What follows belongs to an exercise in optimizing a design on an open flow for small area; a production flow would make more cautious choices.
Where RTL was checked, it was by simulation tests only, not by an equivalence proof against the original.
No driver is modelled on the clock port, so clock power and skew are understated where the tree is cut down; a real chip needs a root buffer or a tree.
Power figures rest on the tool's default switching activity, not on a simulated workload.

==> inputs of pepper <==
==> flow/design.v <==
module lfsr (
    input  wire        clk,
    input  wire        rst,
    output reg  [15:0] random
);
    always @(posedge clk) begin
        if (rst)
            random <= 16'hACE1;
        else
            random <= {random[14:0], random[15] ^ random[13] ^ random[12] ^ random[10]};
    end
endmodule
module uart_rx (
    input  wire       clk,
    input  wire       rst,
    input  wire       rx,
    output reg  [7:0] data,
    output wire       data_valid,
    output wire       first_bit_end,   
    output wire [1:0] step
);
    reg       rx_sync1, rx_sync2;
    reg [3:0] ph;
    reg [6:0] cnt;
    wire idle = ~ph[3] & ~ph[2] & (ph[1] | ph[0]);
    wire tick = &cnt;
    wire start_fail = tick & (ph == 4'd7) & rx_sync2;
    wire [10:0] nxt = {ph, cnt} + 11'd1;
    assign data_valid = (ph == 4'd1);
    assign first_bit_end = (ph == 4'd8) & (cnt[6:2] == 5'b11111);
    assign step = cnt[1:0];
    always @(posedge clk) begin
        if (rst) begin
            rx_sync1 <= 1'b1;
            rx_sync2 <= 1'b1;
            ph <= 4'd3;
        end else begin
            rx_sync1 <= rx;
            rx_sync2 <= rx_sync1;
            if (idle)
                ph <= rx_sync2 ? 4'd3 : 4'd7;
            else if (start_fail)
                ph <= 4'd3;
            else
                ph <= nxt[10:7];
        end
    end
    always @(posedge clk) begin
        if (idle)
            cnt <= 7'd76;
        else
            cnt <= nxt[6:0] | {2'b00, tick, tick, 3'b000};
        if (tick && ph[3])
            data <= {rx_sync2, data[7:1]};
    end
endmodule
module top (
    input  wire CLK,
    input  wire RST,
    input  wire RX,
    output wire TX,
    output wire CONTROL_PIN,
    output wire LED1
);
    localparam [1:0] S_IDLE = 2'd0;
    localparam [1:0] S_SEND = 2'd1;
    localparam [1:0] S_WAIT = 2'd2;
    localparam [1:0] S_VERIFY = 2'd3;
    wire [7:0] rx_data;
    wire       rx_valid;
    wire       rx_rot;
    wire [1:0] rx_step;
    uart_rx uart_receiver (
        .clk(CLK),
        .rst(RST),
        .rx(RX),
        .data(rx_data),
        .data_valid(rx_valid),
        .first_bit_end(rx_rot),
        .step(rx_step)
    );
    wire [15:0] challenge;
    lfsr challenge_gen (
        .clk(CLK),
        .rst(RST),
        .random(challenge)
    );
    reg [1:0]  state;
    reg [15:0] timer;
    reg [15:0] snap;
    reg [3:0]  recv_index;
    reg        ok_c0, ok_c1;
    reg        authenticated;
    reg        control_state;
    wire sending = (state == S_SEND);
    wire waiting = (state == S_WAIT);
    wire late = timer[15] & timer[14] & timer[13] & timer[11];
    wire period_done = late & timer[9] & timer[6] & timer[5];
    wire [15:0] timer_inc = timer + 16'd1;
    wire c7  = &timer[6:0];
    wire c11 = &timer[10:0];
    wire [15:0] timer_seq = timer_inc | (c11 ? 16'h0314 : (c7 ? 16'h0018 : 16'h0000));
    wire send_end = timer[14] & timer[12] & timer[6] & timer[5] & timer[4] & timer[3] & timer[2] & timer[0];
    wire [3:0] ch_idx = timer[14:11];
    wire [2:0] bit_idx = timer[9:7];
    wire [3:0] nib = snap[15:12];
    wire [7:0] hexch = (nib < 4'd10) ? {4'h3, nib} : {4'h4, nib - 4'd9};
    reg  [7:0] tx_ch;
    always @(*) begin
        case (ch_idx)
            4'd0: tx_ch = 8'h43;   
            4'd1: tx_ch = 8'h48;   
            4'd2: tx_ch = 8'h41;   
            4'd3: tx_ch = 8'h4C;   
            4'd4: tx_ch = 8'h3A;   
            4'd5, 4'd6, 4'd7, 4'd8: tx_ch = hexch;
            default: tx_ch = 8'h0A;   
        endcase
    end
    assign TX = ~sending | (timer[10] ? tx_ch[bit_idx] : ~timer[7]);
    wire track = ~sending & ~(waiting & ~late);   
    wire send_rot = sending & (timer[10:7] == 4'd6) & (timer[6:2] == 5'b01000) &
                    ((~ch_idx[3] & ch_idx[2] & ch_idx[1]) | (ch_idx[3] & ~ch_idx[1]));
    wire wait_rot = waiting & rx_rot & (recv_index >= 4'd6) & (recv_index <= 4'd9);
    always @(posedge CLK) begin
        if (track)
            snap <= {snap[14:0], challenge[0]};   
        else if (send_rot | wait_rot)
            snap <= {snap[14:0], snap[15]};
    end
    wire is_dec = (rx_data[7:4] == 4'h3) & (~rx_data[3] | ~(rx_data[2] | rx_data[1]));
    wire is_let = (rx_data[7:6] == 2'b01) & ~rx_data[4] & (rx_data[3:0] != 4'h0) &
                  ~rx_data[3] & ~(rx_data[2] & rx_data[1] & rx_data[0]);
    wire [3:0] let_val = {1'b1, rx_data[2] ^ (rx_data[1] & rx_data[0]), rx_data[1] ^ rx_data[0], ~rx_data[0]};
    wire [3:0] rx_nib = is_dec ? rx_data[3:0] : (is_let ? let_val : 4'h0);
    reg [7:0] pre_ch;
    always @(*) begin
        case (recv_index[2:0])
            3'd0: pre_ch = 8'h52;   
            3'd1: pre_ch = 8'h45;   
            3'd2: pre_ch = 8'h53;   
            3'd3: pre_ch = 8'h50;   
            default: pre_ch = 8'h3A;   
        endcase
    end
    wire prefix = ~recv_index[3] & ~(recv_index[2] & (recv_index[1] | recv_index[0]));   
    wire pre_ok = ~prefix | (rx_data == pre_ch);
    wire collecting = ~(recv_index[3] & recv_index[1]);   
    wire [1:0] step = rx_step;
    wire       dbit = rx_nib[~step];
    reg  [3:0] key_nib;
    always @(*) begin
        case (recv_index[1:0])
            2'd2: key_nib = 4'hA;   
            2'd3: key_nib = 4'h5;
            2'd0: key_nib = 4'hC;
            default: key_nib = 4'h3;
        endcase
    end
    wire kbit = key_nib[~step];
    wire sbit = snap[15];
    wire same = ~(dbit ^ sbit);
    wire nxt_ok0 = same & (kbit ? (sbit ? ok_c0 : ok_c1) : ok_c0);
    wire nxt_ok1 = ~same & (kbit ? ok_c1 : (sbit ? ok_c1 : ok_c0));
    always @(posedge CLK) begin
        if (sending) begin
            recv_index <= 4'd0;
            ok_c0 <= 1'b1;
            ok_c1 <= 1'b1;
        end else begin
            if (wait_rot) begin
                ok_c0 <= nxt_ok0;
                ok_c1 <= nxt_ok1;
            end
            if (waiting && rx_valid && collecting) begin
                recv_index <= recv_index + 4'd1;
                ok_c0 <= ok_c0 & pre_ok;
                ok_c1 <= ok_c1 & pre_ok;
            end
        end
    end
    always @(posedge CLK) begin
        if (RST) begin
            state <= S_IDLE;
            timer <= 16'd0;
            authenticated <= 1'b0;
            control_state <= 1'b1;
        end else begin
            if (authenticated && rx_valid && !(waiting && collecting)) begin
                if (rx_data == 8'h59 || rx_data == 8'h79)
                    control_state <= 1'b0;
                if (rx_data == 8'h4E || rx_data == 8'h6E)
                    control_state <= 1'b1;
            end
            case (state)
                S_IDLE: begin
                    if (period_done) begin
                        timer <= 16'd893;   
                        state <= S_SEND;
                    end else begin
                        timer <= timer_inc;
                    end
                end
                S_SEND: begin
                    if (send_end) begin
                        timer <= 16'd0;
                        state <= S_WAIT;
                    end else begin
                        timer <= timer_seq;
                    end
                end
                S_WAIT: begin
                    timer <= timer_inc;
                    if (rx_valid && collecting && rx_data == 8'h0A && recv_index == 4'd9)
                        state <= S_VERIFY;
                    if (period_done) begin
                        authenticated <= 1'b0;
                        state <= S_IDLE;
                    end
                end
                default: begin   
                    timer <= timer_inc;
                    authenticated <= ok_c0;
                    state <= S_IDLE;
                end
            endcase
        end
    end
    reg [9:0] auth_lfsr;   
    reg       auth_blink;
    wire auth_zero = ~|auth_lfsr[8:0];
    wire auth_clear = (state == S_VERIFY) & ok_c0;
    always @(posedge CLK) begin
        if (auth_clear) begin
            auth_lfsr <= 10'd0;
            auth_blink <= 1'b0;
        end else begin
            auth_lfsr <= {auth_lfsr[8:0], auth_lfsr[9] ^ auth_lfsr[6] ^ auth_zero};
            auth_blink <= auth_blink ^ (auth_lfsr[9] & auth_zero);
        end
    end
    wire send_led = timer[14:0] >= 15'd16329;
    assign LED1 = authenticated ? auth_blink : (sending ? send_led : timer[13]);
    assign CONTROL_PIN = control_state;
endmodule
==> flow/flow/run.sh <==
#!/bin/bash
# Own layout flow: the standard ORFS flow (standard.sh), with
#  - an area-oriented ABC mapping script in place of ORFS's speed script
#    (flip-flops are mapped before ABC runs, so registers are unchanged),
#  - a small clock tree of our own (clock_tree.tcl) in place of TritonCTS,
#  - port buffers of the smallest buffer cell.
# The ORFS logs of every step are under orfs/logs; the make output is in
# standard.log.
set -euo pipefail
W=$(pwd)
F="$W/flow"
rm -rf "$W/scripts_own"
cp -r "$FLOW_HOME/scripts" "$W/scripts_own"
cp "$F/abc_speed.script" "$W/scripts_own/abc_speed.script"
python3 - "$W/scripts_own/cts.tcl" "$F/clock_tree.tcl" <<'PY'
import sys
p, tree = sys.argv[1], sys.argv[2]
s = open(p).read()
old = "log_cmd clock_tree_synthesis {*}$cts_args"
assert old in s
s = s.replace(old, "source " + tree)
open(p, "w").write(s)
PY
export SCRIPTS_DIR="$W/scripts_own"
export OWN_CLK_BUFS="${OWN_CLK_BUFS:-3}"
export OWN_CLK_BUF="${OWN_CLK_BUF:-sky130_fd_sc_hd__buf_12}"
export BUFFER_PORTS_ARGS="-buffer_cell sky130_fd_sc_hd__buf_1"
bash standard.sh > "$W/standard.log" 2>&1
==> flow/flow/abc_speed.script <==
strash
&get -n
&fraig -x
&put
scorr
dc2
strash
&get -n
&dch -f
&nf -R 1000 -p -F 8 -A 4
&put
topo
==> flow/flow/clock_tree.tcl <==
# Own clock tree, in place of TritonCTS: the CLK port drives OWN_CLK_BUFS
# buffers of type OWN_CLK_BUF, each driving one cluster of the clock sinks
# (k-means on the placed sink positions; each buffer at its cluster's centre).
set nbuf $::env(OWN_CLK_BUFS)
set bufcell $::env(OWN_CLK_BUF)
set block [ord::get_db_block]
set clknet [$block findNet CLK]
set master [[ord::get_db] findMaster $bufcell]
set pts {}
foreach it [$clknet getITerms] {
  set bb [[$it getInst] getBBox]
  lappend pts [list [expr {([$bb xMin] + [$bb xMax]) / 2.0}] [expr {([$bb yMin] + [$bb yMax]) / 2.0}] $it]
}
set pts [lsort -real -index 0 $pts]
set n [llength $pts]
# initial clusters: equal slices by x
set assign {}
for {set i 0} {$i < $n} {incr i} { lappend assign [expr {$i * $nbuf / $n}] }
for {set iter 0} {$iter < 30} {incr iter} {
  set cx {}; set cy {}; set cn {}
  for {set b 0} {$b < $nbuf} {incr b} { lappend cx 0.0; lappend cy 0.0; lappend cn 0 }
  for {set i 0} {$i < $n} {incr i} {
    set b [lindex $assign $i]
    lset cx $b [expr {[lindex $cx $b] + [lindex $pts $i 0]}]
    lset cy $b [expr {[lindex $cy $b] + [lindex $pts $i 1]}]
    lset cn $b [expr {[lindex $cn $b] + 1}]
  }
  for {set b 0} {$b < $nbuf} {incr b} {
    set c [expr {max(1, [lindex $cn $b])}]
    lset cx $b [expr {[lindex $cx $b] / $c}]
    lset cy $b [expr {[lindex $cy $b] / $c}]
  }
  # reassign, keeping clusters at most ceil(n / nbuf) + 2 sinks
  set cap [expr {($n + $nbuf - 1) / $nbuf + 2}]
  set cnt {}
  for {set b 0} {$b < $nbuf} {incr b} { lappend cnt 0 }
  set order {}
  for {set i 0} {$i < $n} {incr i} {
    set best 1e30
    for {set b 0} {$b < $nbuf} {incr b} {
      set d [expr {abs([lindex $pts $i 0] - [lindex $cx $b]) + abs([lindex $pts $i 1] - [lindex $cy $b])}]
      if {$d < $best} { set best $d }
    }
    lappend order [list $best $i]
  }
  set newassign $assign
  foreach o [lsort -real -decreasing -index 0 $order] {
    set i [lindex $o 1]
    set best 1e30
    set bb 0
    for {set b 0} {$b < $nbuf} {incr b} {
      if {[lindex $cnt $b] >= $cap} { continue }
      set d [expr {abs([lindex $pts $i 0] - [lindex $cx $b]) + abs([lindex $pts $i 1] - [lindex $cy $b])}]
      if {$d < $best} { set best $d; set bb $b }
    }
    lset newassign $i $bb
    lset cnt $bb [expr {[lindex $cnt $bb] + 1}]
  }
  set assign $newassign
}
puts "own clock tree: $n sinks, $nbuf x $bufcell, cluster sizes $cnt"
for {set b 0} {$b < $nbuf} {incr b} {
  set net [odb::dbNet_create $block "clknet_own_$b"]
  $net setSigType CLOCK
  set inst [odb::dbInst_create $block $master "clkbuf_own_$b"]
  for {set i 0} {$i < $n} {incr i} {
    if {[lindex $assign $i] != $b} { continue }
    set it [lindex $pts $i 2]
    $it disconnect
    $it connect $net
  }
  [$inst findITerm A] connect $clknet
  [$inst findITerm X] connect $net
  set w [[$inst getBBox] getDX]
  $inst setLocation [expr {int([lindex $cx $b]) - $w / 2}] [expr {int([lindex $cy $b])}]
  $inst setPlacementStatus PLACED
}
global_connect
==> flow/standard.sh <==
#!/bin/bash
# synth_recipe.tcl (not shown) runs the flow's synth.tcl, then flattens the netlist and writes it again
# the make line also repeats each setting of config.mk as NAME=value (left out here)
make -C /OpenROAD-flow-scripts/flow DESIGN_CONFIG=/design/flow/config.mk WORK_HOME=/design/flow/orfs CLKGATE_MAP_FILE= SYNTH_SCRIPT=/design/flow/synth_recipe.tcl "${@:-finish}"
==> flow/config.mk <==
export PLATFORM = sky130hd
export DESIGN_NAME = top
export DESIGN_NICKNAME = top
export VERILOG_FILES = /design/flow/design.v
export SDC_FILE = /design/flow/constraint.sdc
export NUM_CORES = 4
export LEC_CHECK = 0
export CAP_MARGIN = 20
export CORE_MARGIN = 2
export CORE_UTILIZATION = 70
export PLACE_DENSITY = 0.8
export SLEW_MARGIN = 20
==> flow/constraint.sdc <==
create_clock -name core_clock -period 10.0 [get_ports {CLK}]
set_input_delay 2.0000 -clock core_clock [delete_from_list [all_inputs] [get_ports {CLK}]]
set_output_delay 2.0000 -clock core_clock [all_outputs]
set_load 0.01 [all_outputs]
==> cedar: changes against pepper <==
--- a/flow/design.v
+++ b/flow/design.v
@@ -120,3 +120,3 @@
     assign TX = ~sending | (timer[10] ? tx_ch[bit_idx] : ~timer[7]);
-    wire track = ~sending & ~(waiting & ~late);   
+    wire track = ~state[0] & ~(state[1] & ~late);   
     wire send_rot = sending & (timer[10:7] == 4'd6) & (timer[6:2] == 5'b01000) &
@@ -130,19 +130,22 @@
     end
-    wire is_dec = (rx_data[7:4] == 4'h3) & (~rx_data[3] | ~(rx_data[2] | rx_data[1]));
-    wire is_let = (rx_data[7:6] == 2'b01) & ~rx_data[4] & (rx_data[3:0] != 4'h0) &
-                  ~rx_data[3] & ~(rx_data[2] & rx_data[1] & rx_data[0]);
-    wire [3:0] let_val = {1'b1, rx_data[2] ^ (rx_data[1] & rx_data[0]), rx_data[1] ^ rx_data[0], ~rx_data[0]};
-    wire [3:0] rx_nib = is_dec ? rx_data[3:0] : (is_let ? let_val : 4'h0);
-    reg [7:0] pre_ch;
-    always @(*) begin
-        case (recv_index[2:0])
-            3'd0: pre_ch = 8'h52;   
-            3'd1: pre_ch = 8'h45;   
-            3'd2: pre_ch = 8'h53;   
-            3'd3: pre_ch = 8'h50;   
-            default: pre_ch = 8'h3A;   
+    reg [3:0] rx_nib;
+    always @(*) begin
+        if (rx_data >= 8'h30 && rx_data <= 8'h39)
+            rx_nib = rx_data[3:0];
+        else if ((rx_data >= 8'h41 && rx_data <= 8'h46) || (rx_data >= 8'h61 && rx_data <= 8'h66))
+            rx_nib = rx_data[3:0] + 4'd9;
+        else
+            rx_nib = 4'd0;
+    end
+    reg pre_ok;
+    always @(*) begin
+        case (recv_index)
+            4'd0: pre_ok = (rx_data == 8'h52);   
+            4'd1: pre_ok = (rx_data == 8'h45);   
+            4'd2: pre_ok = (rx_data == 8'h53);   
+            4'd3: pre_ok = (rx_data == 8'h50);   
+            4'd4: pre_ok = (rx_data == 8'h3A);   
+            default: pre_ok = 1'b1;
         endcase
     end
-    wire prefix = ~recv_index[3] & ~(recv_index[2] & (recv_index[1] | recv_index[0]));   
-    wire pre_ok = ~prefix | (rx_data == pre_ch);
     wire collecting = ~(recv_index[3] & recv_index[1]);   
==> flow/flow/abc_speed.script (replaced) <==
strash
&get -n
&fraig -x
&put
scorr
dc2
strash
&get -n
&dch -f
&nf -R 1000 -p
&put
topo
Settings changed: CORE_UTILIZATION 70 to 40, PLACE_DENSITY 0.8 to unset.
==> metrics.cfg <==
[run_status]
outcome = timing/DRC/antenna clean

[global_route]
gr-usage-met2 = 0.371
grt_most_used_layer = met2

[route]
wl_met2_um = 3220
drt_iter0_markers = 181
via_count = 2953

[timing]
worst_pin_slew_ns = 0.667

[place]
placed_area_mm2 = 0.00402

[synthesis]
synth-simple-area-share = 0.236
synth_xor_xnor_area_share = 0.0538
synth_top_cell_area_share = 0.338

[pwr]
pwr-share-comb = 0.039
intPower_w = 0.000454

[die]
initial_core_util = 0.718

[worst_setup_path]
crit_arrival_ns = 2.34

# the run above: pepper

==> metrics.cfg <==
[run_status]
outcome = timing/DRC/antenna clean

[route]
drt_iter0_markers = 133
wl_met2_um = 3180

[global_route]
grt_most_used_layer = met1
gr-usage-met2 = 0.211

[die]
initial_core_util = 0.409

[synthesis]
synth_xor_xnor_area_share = 0.0486
synth-simple-area-share = 0.242

[place]
placed_area_mm2 = 0.00416

# the run above: cedar

Function not checked in cedar: the RTL went through the layout flow alone. No run of this note takes its clock network from TritonCTS; it comes from the design's own scripts or RTL.

separate check: timing with driven ports:
No port has a modelled driver above. Below, the same layouts with a new extraction and two added sets of constraints. Step 1 assumes that a clkbuf_16 drives the clock port and a buf_2 every other input. Step 2 also shifts input and output timing later by t, the mid clock arrival at the registers, as if the neighbouring blocks saw the same clock. Slacks: ideal / step 1 / step 2; pairs: ideal / step 1.
run	t (ns)	slack for setup (ns)	clock arrival spread, ns	worst register clock-pin slew, ns	cell pins on the clock port's net
pepper	0.204	5.664 / 5.599 / 5.803	0.007 / 0.007	0.11 / 0.11	3
cedar	0.215	5.240 / 5.169 / 5.384	0.016 / 0.016	0.12 / 0.12	3
After both steps every run listed still meets setup and hold.
